This design comes from an exercise in tuning for small area, a short achievable clock period and few clock cycles per item on the open sky130 flow, not from production work.

## hw3_0516310
module hw3_0516310(
	input clk,
	input enable,
	input [79:0] inbits,
	output reg [34:0] out_text,
	output reg valid);
Size in the first run: about 870 cells after synthesis, ~120 I/O pins, ~7800 um^2 of cells after synthesis.
==> module hw3_0516310, before the edit <==
module hw3_0516310(
	input clk,
	input enable,
	input [79:0] inbits,
	output reg [34:0] out_text,
	output reg valid);
	reg [79:0] sr;        
	reg loaded;           
	reg started;          
	reg [1:0] ph;         
	reg [2:0] n;          
	wire [18:0] s = sr[79:61];    
	reg [16:0] gap;
	reg seen;
	integer i;
	always @* begin
		seen = started;
		for (i = 0; i < 17; i = i + 1) begin
			gap[i] = seen & (i >= ph) & ~(s[18-i] | s[17-i] | s[16-i]);
			seen = seen | s[18-i];
		end
	end
	reg found;
	reg [4:0] b, f;
	always @* begin
		found = 1'b0; b = 5'd0;
		for (i = 16; i >= 0; i = i - 1)
			if (gap[i]) begin found = 1'b1; b = i; end
		f = 5'd16;
		for (i = 15; i >= 0; i = i - 1)
			if (s[18-i]) f = i;
	end
	wire [4:0] e = b + 5'd3;
	wire [2:0] q = found ? e[4:2] : (f[4:2] == 3'd0 ? 3'd1 : f[4:2]);
	wire ld = ~loaded;
	wire [4:0] sel = {5{loaded}} & {q == 3'd4, q == 3'd3, q == 3'd2, q == 3'd1, q == 3'd0};
	wire [79:0] nxt = ({80{ld}} & inbits)
	                | ({80{sel[0]}} & sr)
	                | ({80{sel[1]}} & {sr[75:0], 4'b0})
	                | ({80{sel[2]}} & {sr[71:0], 8'b0})
	                | ({80{sel[3]}} & {sr[67:0], 12'b0})
	                | ({80{sel[4]}} & {sr[63:0], 16'b0});
	wire [15:0] w = s[18:3];
	wire [12:0] code = w >> (5'd16 - b);
	reg [6:0] letter;
	always @* begin
		case (code)
			13'b10111         : letter = 7'd65;
			13'b111010101     : letter = 7'd66;
			13'b11101011101   : letter = 7'd67;
			13'b1110101       : letter = 7'd68;
			13'b1             : letter = 7'd69;
			13'b101011101     : letter = 7'd70;
			13'b111011101     : letter = 7'd71;
			13'b1010101       : letter = 7'd72;
			13'b101           : letter = 7'd73;
			13'b1011101110111 : letter = 7'd74;
			13'b111010111     : letter = 7'd75;
			13'b101110101     : letter = 7'd76;
			13'b1110111       : letter = 7'd77;
			13'b11101         : letter = 7'd78;
			13'b11101110111   : letter = 7'd79;
			13'b10111011101   : letter = 7'd80;
			13'b1110111010111 : letter = 7'd81;
			13'b1011101       : letter = 7'd82;
			13'b10101         : letter = 7'd83;
			13'b111           : letter = 7'd84;
			13'b1010111       : letter = 7'd85;
			13'b101010111     : letter = 7'd86;
			13'b101110111     : letter = 7'd87;
			13'b11101010111   : letter = 7'd88;
			13'b1110101110111 : letter = 7'd89;
			13'b11101110101   : letter = 7'd90;
			default           : letter = 7'd0;
		endcase
	end
	wire emit = loaded & ~valid & found;
	always @(posedge clk) begin
		sr <= nxt;
		if (emit) out_text <= {out_text[27:0], letter};
		if (!enable) begin
			loaded <= 1'b0;
			started <= 1'b0;
			ph <= 2'd0;
			n <= 3'd0;
			valid <= 1'b0;
		end else begin
			loaded <= 1'b1;
			if (loaded) begin
				started <= started | found | (|s[18:15]);
				ph <= found ? e[1:0] : 2'd0;
			end
			if (emit) begin
				n <= n + 3'd1;
				if (n == 3'd4) valid <= 1'b1;
			end
		end
	end
endmodule
clock: 5.0 ns
lec_check: 0
cap_margin: 20
core_margin: 2
core_utilization: 40
slew_margin: 20
run.sh (not shown) runs the stock make flow with config.mk's settings and CLKGATE_MAP_FILE= SYNTH_SCRIPT=/design/flow/synth_recipe.tcl, a recipe that flattens the netlist after the stock synthesis.
Rerun with:
==> flow/design.v (replaced) <==
module hw3_0516310(
	input clk,
	input enable,
	input [79:0] inbits,
	output reg [34:0] out_text,
	output reg valid);
	reg [79:0] sr;        
	reg loaded;           
	reg started;          
	reg [2:0] n;          
	wire [15:0] s = sr[79:64];    
	reg [13:0] gap;
	reg seen;
	integer i;
	always @* begin
		seen = started;
		for (i = 0; i < 14; i = i + 1) begin
			gap[i] = seen & ~(s[15-i] | s[14-i] | s[13-i]);
			seen = seen | s[15-i];
		end
	end
	reg found, one;
	reg [3:0] b, f;
	always @* begin
		found = 1'b0; b = 4'd0;
		for (i = 13; i >= 0; i = i - 1)
			if (gap[i]) begin found = 1'b1; b = i; end
		one = 1'b0; f = 4'd14;
		for (i = 13; i >= 0; i = i - 1)
			if (s[15-i]) begin one = 1'b1; f = i; end
	end
	wire [3:0] am1 = found ? b + 4'd2 : (f == 4'd0 ? 4'd0 : f - 4'd1);
	wire [79:0] nxt = {sr[78:0], 1'b0} << am1;
	wire [12:0] code = s[15:3] >> (4'd13 - b);
	reg [6:0] letter;
	always @* begin
		case (code)
			13'b10111         : letter = 7'd65;
			13'b111010101     : letter = 7'd66;
			13'b11101011101   : letter = 7'd67;
			13'b1110101       : letter = 7'd68;
			13'b1             : letter = 7'd69;
			13'b101011101     : letter = 7'd70;
			13'b111011101     : letter = 7'd71;
			13'b1010101       : letter = 7'd72;
			13'b101           : letter = 7'd73;
			13'b1011101110111 : letter = 7'd74;
			13'b111010111     : letter = 7'd75;
			13'b101110101     : letter = 7'd76;
			13'b1110111       : letter = 7'd77;
			13'b11101         : letter = 7'd78;
			13'b11101110111   : letter = 7'd79;
			13'b10111011101   : letter = 7'd80;
			13'b1110111010111 : letter = 7'd81;
			13'b1011101       : letter = 7'd82;
			13'b10101         : letter = 7'd83;
			13'b111           : letter = 7'd84;
			13'b1010111       : letter = 7'd85;
			13'b101010111     : letter = 7'd86;
			13'b101110111     : letter = 7'd87;
			13'b11101010111   : letter = 7'd88;
			13'b1110101110111 : letter = 7'd89;
			13'b11101110101   : letter = 7'd90;
			default           : letter = 7'd0;
		endcase
	end
	wire emit = loaded & ~valid & found;
	always @(posedge clk) begin
		sr <= loaded ? nxt : inbits;
		if (emit) out_text <= {out_text[27:0], letter};
		if (!enable) begin
			loaded <= 1'b0;
			started <= 1'b0;
			n <= 3'd0;
			valid <= 1'b0;
		end else begin
			loaded <= 1'b1;
			if (loaded) started <= started | found | s[15];
			if (emit) begin
				n <= n + 3'd1;
				if (n == 3'd4) valid <= 1'b1;
			end
		end
	end
endmodule
What happened: Critical path depth shrinks by 2. Cell area climbs by 16%. Sequential cell count decreases by 2. Via count increases by about 13%. Die area increases by about 22%.
Function was not checked in any run of this note: the RTL went through the layout flow alone.

port drivers added, routing unchanged:
Ports are ideal in the flow. The routed layouts listed here were re-timed in OpenROAD. Step 1, drivers: a clkbuf_16 drives clk and a buf_2 each remaining input, both assumed. Step 2 also shifts input and output timing later by t, the mid clock arrival at the registers, as if the neighbouring blocks saw the same clock. Slacks: no drivers / after step 1 / after step 2; pairs: no drivers / after step 1.
run | t (ns) | setup WS [ns] | worst setup path after step 2 | clock arrival spread, ns | worst data-port slew with drivers (ns)
the first run | 0.464 | 0.089 / 0.089 / 0.089 | register to register | 0.014 / 0.014 | 0.03
the second run | 0.462 | 0.154 / 0.154 / 0.154 | register to register | 0.009 / 0.009 | 0.06
After both steps setup and hold are still met in every run listed.
